Source: an optimization exercise on an open RTL-to-GDS flow (aim: small area, a short achievable clock period and few clock cycles per item). Production flows keep margins and buffers that such runs may drop.
At most, simulation tests tie the RTL to the original design; equivalence was not proved.
No driver is modelled on the clock port, so clocking that relies on it looks cheaper here than on a real chip.
Power figures rest on the tool's default switching activity, not on a simulated workload.

## job 3244
Design Convolution, start of the top module:
module Convolution(clk, rst_n, in_valid, weight_valid,
  In_IFM_1, In_IFM_2, In_IFM_3, In_IFM_4, In_IFM_5, In_IFM_6, In_IFM_7, In_IFM_8, In_IFM_9,
  In_Weight_1, In_Weight_2, In_Weight_3, In_Weight_4, In_Weight_5, In_Weight_6, In_Weight_7, In_Weight_8, In_Weight_9,
  out_valid, Out_OFM);
For scale: ~1700 cells after synthesis, about 340 flip-flops, ~170 I/O pins, about 0.023 sq mm of cells after synthesis.
Settings: LEC_CHECK=0, ABC_CLOCK_PERIOD_IN_PS=2000, CAP_MARGIN=20, CORE_MARGIN=2, CORE_UTILIZATION=60, PLACE_DENSITY=0.7, SETUP_SLACK_MARGIN=5, SLEW_MARGIN=20, SYNTH_HIERARCHICAL=1; clock period 8.0 ns.
run.sh (not shown) runs the stock make flow with config.mk's settings and CLKGATE_MAP_FILE= SYNTH_SCRIPT=/design/flow/synth_recipe.tcl, a recipe that flattens the netlist after the stock synthesis.
The final layout from job 3244, which completed every stage, passed the timing, design-rule and antenna checks at the end of the flow.
diff inputs: job 3244 => job 1268
# job 3244
export LEC_CHECK = 0
export ABC_CLOCK_PERIOD_IN_PS = 2000
export CAP_MARGIN = 20
export CORE_MARGIN = 2
export CORE_UTILIZATION = 60
export PLACE_DENSITY = 0.7
export SETUP_SLACK_MARGIN = 5
export SLEW_MARGIN = 20
export SYNTH_HIERARCHICAL = 1
create_clock -name core_clock -period 8.0 [get_ports {clk}]
# job 1268
export LEC_CHECK = 0
export ABC_CLOCK_PERIOD_IN_PS = 2000
export CAP_MARGIN = 20
export CORE_MARGIN = 2
export CORE_UTILIZATION = 60
export PLACE_DENSITY = 0.7
export SLEW_MARGIN = 20
export SYNTH_HIERARCHICAL = 1
create_clock -name core_clock -period 8.0 [get_ports {clk}]
==> flow/flow/run.sh (new file) <==
#!/bin/bash
# Own flow: the standard ORFS flow (standard synthesis, same steps), with
#  - port buffers of a plain small buffer cell (every input and output port still gets one),
#  - a tighter setup-slack target for the resizer's timing repair.
# Each tool's full output goes to flow_*.log in this folder; ORFS's own per-step logs stay
# under orfs/logs/.
set -euo pipefail
MARGIN=$(cat flow/margin.txt 2>/dev/null || echo 5.4)
export BUFFER_PORTS_ARGS="-buffer_cell sky130_fd_sc_hd__buf_1"
bash standard.sh SETUP_SLACK_MARGIN=$MARGIN finish > flow_orfs.log 2>&1
==> flow/flow/margin.txt (new file) <==
5.0
==> flow/standard.sh (new file) <==
#!/bin/bash
# synth_recipe.tcl (not shown) runs the flow's synth.tcl, then flattens the netlist and writes it again
# the make line also repeats each setting of config.mk as NAME=value (left out here)
make -C /OpenROAD-flow-scripts/flow DESIGN_CONFIG=/design/flow/config.mk WORK_HOME=/design/flow/orfs CLKGATE_MAP_FILE= SYNTH_SCRIPT=/design/flow/synth_recipe.tcl "${@:-finish}"
removed: flow/run.sh
Notes after the runs:
- Job 1268 has global-route usage below what job 3244 had.
- Comparing job 1268 and job 3244, proportion of power drawn by combinational gates is higher on job 3244.
- From job 3244 to job 1268 the numbers moved as follows: final instance area went down 3.8%, fmax went down about 1.7%.
- Remaining max-slew budget at the tightest pin in job 1268 is 4.5 points lower than in job 3244
- Of job 1268 and job 3244, job 1268 shows the lower global-route met2 utilization, with job 3244 above it.
- Number of gates resized after CTS: lower on job 1268
- Job 3244 → job 1268: non-clock inverter count in the final layout held steady; smallest setup slack after layout shrank by 0.049 ns.
- On job 1268: total power is 1.6% lower than what job 3244 gave.
Here is what was changed in the inputs of job 4055 compared with job 1268.
==> flow/flow/margin.txt <==
5.2
Findings:
Job 1268 -> job 4055: first-pass GRT wire length increased slightly. As far as flip-flop and latch count goes, job 1268 and job 4055 are indistinguishable; the numbers are identical. Job 4055 vs job 1268: final worst-path cycle share down.
No run of this note included a check of the RTL's function; only the layout flow was run.

Convolution, a different RTL version from the one above (not shown whole).
Size in the first run: about 1800 cells after synthesis, ~340 flip-flops, roughly 0.024 mm² of cells after synthesis.
clock: 8.0 ns
lec_check: 0
abc_clock_period_in_ps: 2000
cap_margin: 20
core_margin: 2
core_utilization: 60
place_density: 0.7
slew_margin: 20
synth_hierarchical: 1
standard.sh (not shown) runs the stock make flow with config.mk's settings and CLKGATE_MAP_FILE= SYNTH_SCRIPT=/design/flow/synth_recipe.tcl, a recipe that flattens the netlist after the stock synthesis.
==> flow/flow/run.sh <==
#!/bin/bash
# Own flow: the standard ORFS flow (standard synthesis, same steps and scripts), with
#  - port buffers of a plain small buffer cell (every input and output port still gets one),
#  - a tighter setup-slack target for the resizer's timing repair (flow/margin.txt),
#  - optionally (flow/post_cts.tcl) a step after clock-tree synthesis that sizes down cells
#    that are faster than needed, keeping the same setup-slack target.
# Each tool's full output goes to flow_orfs.log in this folder; ORFS's per-step logs stay
# under orfs/logs/.
set -euo pipefail
MARGIN=$(cat flow/margin.txt 2>/dev/null || echo 5.0)
export BUFFER_PORTS_ARGS="-buffer_cell sky130_fd_sc_hd__buf_1"
if [[ -f flow/post_cts.tcl ]]; then
  export POST_CTS_TCL=$PWD/flow/post_cts.tcl
fi
export OWN_MARGIN=$MARGIN
bash standard.sh SETUP_SLACK_MARGIN=$MARGIN finish > flow_orfs.log 2>&1
==> flow/flow/margin.txt <==
5.2
==> flow/flow/post_cts.tcl <==
# After clock-tree synthesis and its timing repair: size down cells on paths with more
# setup slack than the target, then legalise the placement again.
estimate_parasitics -placement
repair_timing -recover_power 100 -setup_margin $::env(OWN_MARGIN) -verbose
detailed_placement
check_placement -verbose
The first run went through all stages and came out clean.
Then changed:
Settings changed: CTS_CLUSTER_DIAMETER set to 50, CTS_CLUSTER_SIZE set to 30.
=> Global-route usage is higher by 0.12 points; area after synthesis does not change; combinational power is about the same; register-to-register slack is worse by 20 ps; final area rises by 0.65%.
Then changed:
Settings changed: CTS_CLUSTER_DIAMETER 50 to 100.
After rerunning: Maximum frequency barely changes; non-clock buffer count stays the same; global-route usage drops by 0.87 points.
No functional check of the RTL was part of any run of this note.

Another version of the RTL of Convolution (not shown whole).
Size: ~1900 cells after synthesis, roughly 170 I/O pins, ~25000 sq um of cells after synthesis.
// Convolution
module Convolution(clk, rst_n, in_valid, weight_valid,
  In_IFM_1, In_IFM_2, In_IFM_3, In_IFM_4, In_IFM_5, In_IFM_6, In_IFM_7, In_IFM_8, In_IFM_9,
  In_Weight_1, In_Weight_2, In_Weight_3, In_Weight_4, In_Weight_5, In_Weight_6, In_Weight_7, In_Weight_8, In_Weight_9,
  out_valid, Out_OFM);
input clk, rst_n, in_valid, weight_valid;
input [7:0] In_IFM_1;
input [7:0] In_IFM_2;
input [7:0] In_IFM_3;
input [7:0] In_IFM_4;
input [7:0] In_IFM_5;
input [7:0] In_IFM_6;
input [7:0] In_IFM_7;
input [7:0] In_IFM_8;
input [7:0] In_IFM_9;
input [7:0] In_Weight_1;
input [7:0] In_Weight_2;
input [7:0] In_Weight_3;
input [7:0] In_Weight_4;
input [7:0] In_Weight_5;
input [7:0] In_Weight_6;
input [7:0] In_Weight_7;
input [7:0] In_Weight_8;
input [7:0] In_Weight_9;
output out_valid;
output [20:0] Out_OFM;
reg [7:0] x1, w1;
reg [7:0] x2, w2;
reg [7:0] x3, w3;
reg [7:0] x4, w4;
reg [7:0] x5, w5;
reg [7:0] x6, w6;
reg [7:0] x7, w7;
reg [7:0] x8, w8;
reg [7:0] x9, w9;
wire [7:0] wn1;
wsel #(.N(8)) u_wsel1(.s(weight_valid), .a(In_Weight_1), .b(w1), .y(wn1));
wire [7:0] wn2;
wsel #(.N(8)) u_wsel2(.s(weight_valid), .a(In_Weight_2), .b(w2), .y(wn2));
wire [7:0] wn3;
wsel #(.N(8)) u_wsel3(.s(weight_valid), .a(In_Weight_3), .b(w3), .y(wn3));
wire [7:0] wn4;
  ...
clock: 8.0 ns
lec_check: 0
abc_clock_period_in_ps: 2000
cap_margin: 20
core_margin: 2
core_utilization: 60
cts_buf_list: sky130_fd_sc_hd__clkbuf_4 sky130_fd_sc_hd__clkbuf_8
cts_cluster_diameter: 100
cts_cluster_size: 15
place_density: 0.7
slew_margin: 20
synth_hierarchical: 1
==> flow/flow/margin.txt <==
5.35
Scripts as last shown in full above: flow/flow/run.sh, flow/flow/post_cts.tcl
Testbench counts at the start, summed over its fixed seeds: cycles 824, items 800.
==> next run, changes <==
==> flow/flow/margin.txt (replaced) <==
5.4
Settings changed: CTS_BUF_LIST sky130_fd_sc_hd__clkbuf_4 sky130_fd_sc_hd__clkbuf_8 to default, CTS_CLUSTER_SIZE 15 to 20.
Result: Die area stays the same; clock skew decreases by 15 ps; global-route usage increases by 0.35 points; sequential cell count is unchanged; total power increases by 1.8%; synthesized cell count does not change; register-to-register slack barely changes; wire length increases by 0.41%; hold slack is better by 7.2 ps; via count stays flat; combinational power is about the same.
==> next run, changes <==
==> flow/flow/margin.txt (replaced) <==
5.35
Settings changed: CORE_UTILIZATION 60 to 70, PLACE_DENSITY 0.7 to 0.8.
The new run completed without violations.
Clock power is about the same.
Power is higher slightly.
Via count came out higher by a few percent.
Global-route usage goes up by 5.1 points.
==> next run, changes <==
Settings changed: CORE_UTILIZATION 70 to 60, PLACE_DENSITY 0.8 to 0.7.
Wire length goes down by 0.56%.
Clock power stays flat.
Combinational power fell by about 3%.
Power shrinks by 2.0%.
Worst setup slack is better by 12 ps.
Die area rose by 16%.
Area after synthesis is unchanged.
Via count is lower by 2.8%.
==> next run, changes <==
Settings changed: CTS_CLUSTER_DIAMETER 100 to 75, CTS_CLUSTER_SIZE 20 to 30.
=>
- total power rose by a few percent
- routed wire length rose slightly
- setup slack degrades by 22 ps
- die area does not change

Another version of the RTL of Convolution (not shown whole).
Size in the first run: roughly 1800 cells after synthesis, ~24000 µm² of cells after synthesis.
export LEC_CHECK = 0
export ABC_CLOCK_PERIOD_IN_PS = 2000
export CAP_MARGIN = 20
export CORE_MARGIN = 2
export CORE_UTILIZATION = 70
export CTS_CLUSTER_DIAMETER = 100
export CTS_CLUSTER_SIZE = 20
export PLACE_DENSITY = 0.8
export SLEW_MARGIN = 20
export SYNTH_HIERARCHICAL = 1
create_clock -name core_clock -period 8.0 [get_ports {clk}]
==> flow/flow/margin.txt <==
5.2
Scripts as last shown in full above: flow/flow/run.sh, flow/flow/post_cts.tcl
Testbench counts at the start, summed over its fixed seeds: cycles 824, items 800.
Then changed:
==> flow/flow/run.sh (replaced) <==
#!/bin/bash
# Own flow: the standard ORFS flow (standard synthesis, same steps), with
#  - port buffers of a plain small buffer cell (every input and output port still gets one),
#  - a tighter setup-slack target for the resizer's timing repair.
# Each tool's full output goes to flow_*.log in this folder; ORFS's own per-step logs stay
# under orfs/logs/.
set -euo pipefail
MARGIN=$(cat flow/margin.txt 2>/dev/null || echo 5.4)
export BUFFER_PORTS_ARGS="-buffer_cell sky130_fd_sc_hd__buf_1"
bash standard.sh SETUP_SLACK_MARGIN=$MARGIN finish > flow_orfs.log 2>&1
- CORE_UTILIZATION: 70 -> 60
- CTS_CLUSTER_DIAMETER: 100 -> default
- CTS_CLUSTER_SIZE: 20 -> default
- PLACE_DENSITY: 0.8 -> 0.7
removed: flow/flow/post_cts.tcl
The changed run went through all stages and came out clean.
Core utilization goes down by 7.4 points.
Non-clock buffer count stays the same.
Maximum frequency barely changes.
Area after synthesis does not change.
Count of clock-buffer cells in the layout came out higher by 26.
Sequential share of layout area falls by 1.2 points.
Die area went up by 16%.
Setup slack gets better by 0.0069 ns.
Global-route usage falls by 4.6 points.
Cell area grows by 4.0%.
Then changed:
==> flow/flow/run.sh (replaced) <==
#!/bin/bash
# Own flow: the standard ORFS flow (standard synthesis, same steps and scripts), with
#  - port buffers of a plain small buffer cell (every input and output port still gets one),
#  - a tighter setup-slack target for the resizer's timing repair (flow/margin.txt),
#  - optionally (flow/post_cts.tcl) a step after clock-tree synthesis that sizes down cells
#    that are faster than needed, keeping the same setup-slack target.
# Each tool's full output goes to flow_orfs.log in this folder; ORFS's per-step logs stay
# under orfs/logs/.
set -euo pipefail
MARGIN=$(cat flow/margin.txt 2>/dev/null || echo 5.0)
export BUFFER_PORTS_ARGS="-buffer_cell sky130_fd_sc_hd__buf_1"
if [[ -f flow/post_cts.tcl ]]; then
  export POST_CTS_TCL=$PWD/flow/post_cts.tcl
fi
export OWN_MARGIN=$MARGIN
bash standard.sh SETUP_SLACK_MARGIN=$MARGIN finish > flow_orfs.log 2>&1
==> flow/flow/post_cts.tcl (new file) <==
# After clock-tree synthesis and its timing repair: size down cells on paths with more
# setup slack than the target, then legalise the placement again.
estimate_parasitics -placement
repair_timing -recover_power 100 -setup_margin $::env(OWN_MARGIN) -verbose
detailed_placement
check_placement -verbose
- CTS_CLUSTER_DIAMETER: default -> 100
- CTS_CLUSTER_SIZE: default -> 20
What happened: The new run went through all stages and came out clean. Cell area shrinks by 3.6%. Via count falls by 1.3%. Global-route usage shrinks by 0.47 points. Total power came out lower by 6.5%. Core utilization is lower by 2.3 points. Routed wire length drops by 1.3%. Count of clock-buffer cells in the layout drops by 27. Setup slack degrades by 0.027 ns. Combinational power is lower by about 1%. Sequential share of layout area rises by 1.1 points.

port drivers added, routing unchanged:
No port has a modelled driver above. Below, the same layouts with a new extraction and two added sets of constraints. Step 1 (the two cells are an assumption about what drives the block):
set clk [get_ports {clk}]
set_driving_cell -lib_cell sky130_fd_sc_hd__clkbuf_16 $clk
set_driving_cell -lib_cell sky130_fd_sc_hd__buf_2 [delete_from_list [all_inputs] $clk]
Step 2 times the ports against the registers' clock, not the clock port: input delays grow and output delays shrink by t, the midpoint of the rising clock arrivals with the driver on. Slacks: no drivers / after step 1 / after step 2; pairs: no drivers / after step 1.
run	t (ns)	setup WS [ns]	hold WS [ns]	worst setup path after step 2	slew at the worst register clock pin (ns)
job 3244	0.608	5.082 / 5.082 / 4.923	0.329 / 0.329 / 0.329	input to register	0.06 / 0.06
job 1268	0.615	5.033 / 5.033 / 5.033	0.325 / 0.325 / 0.325	register to register	0.07 / 0.07
job 4055	0.615	5.160 / 5.160 / 5.160	0.325 / 0.325 / 0.325	register to register	0.06 / 0.06
the first run of note 2	0.619	5.189 / 5.189 / 4.767	0.326 / 0.326 / 0.326	input to register	0.06 / 0.06
the second run of note 2	0.623	5.174 / 5.174 / 4.779	0.333 / 0.333 / 0.333	input to register	0.08 / 0.08
the third run of note 2	0.589	5.170 / 5.170 / 4.757	0.342 / 0.342 / 0.342	input to register	0.12 / 0.12
the first run of note 3	0.696	5.265 / 5.213 / 5.308	0.338 / 0.338 / 0.338	input to register	0.11 / 0.11
the second run of note 3	0.611	5.367 / 5.314 / 4.829	0.346 / 0.346 / 0.346	input to register	0.09 / 0.09
the third run of note 3	0.617	5.353 / 5.298 / 4.776	0.332 / 0.332 / 0.332	input to register	0.09 / 0.09
the fourth run of note 3	0.609	5.365 / 5.314 / 5.310	0.335 / 0.335 / 0.335	input to register	0.09 / 0.09
the fifth run of note 3	0.633	5.343 / 5.290 / 5.315	0.334 / 0.334 / 0.334	input to register	0.11 / 0.11
the first run of note 4	0.588	5.198 / 5.198 / 4.730	0.330 / 0.330 / 0.330	input to register	0.09 / 0.09
the second run of note 4	0.621	5.205 / 5.205 / 4.806	0.326 / 0.326 / 0.326	input to register	0.06 / 0.06
the third run of note 4	0.612	5.179 / 5.179 / 4.777	0.330 / 0.330 / 0.330	input to register	0.09 / 0.09
After both steps setup and hold are still met in every run listed. The setup slack of the third run of note 3, which loses most, moves by -0.055 ns with the drivers and by -0.577 ns with both steps.
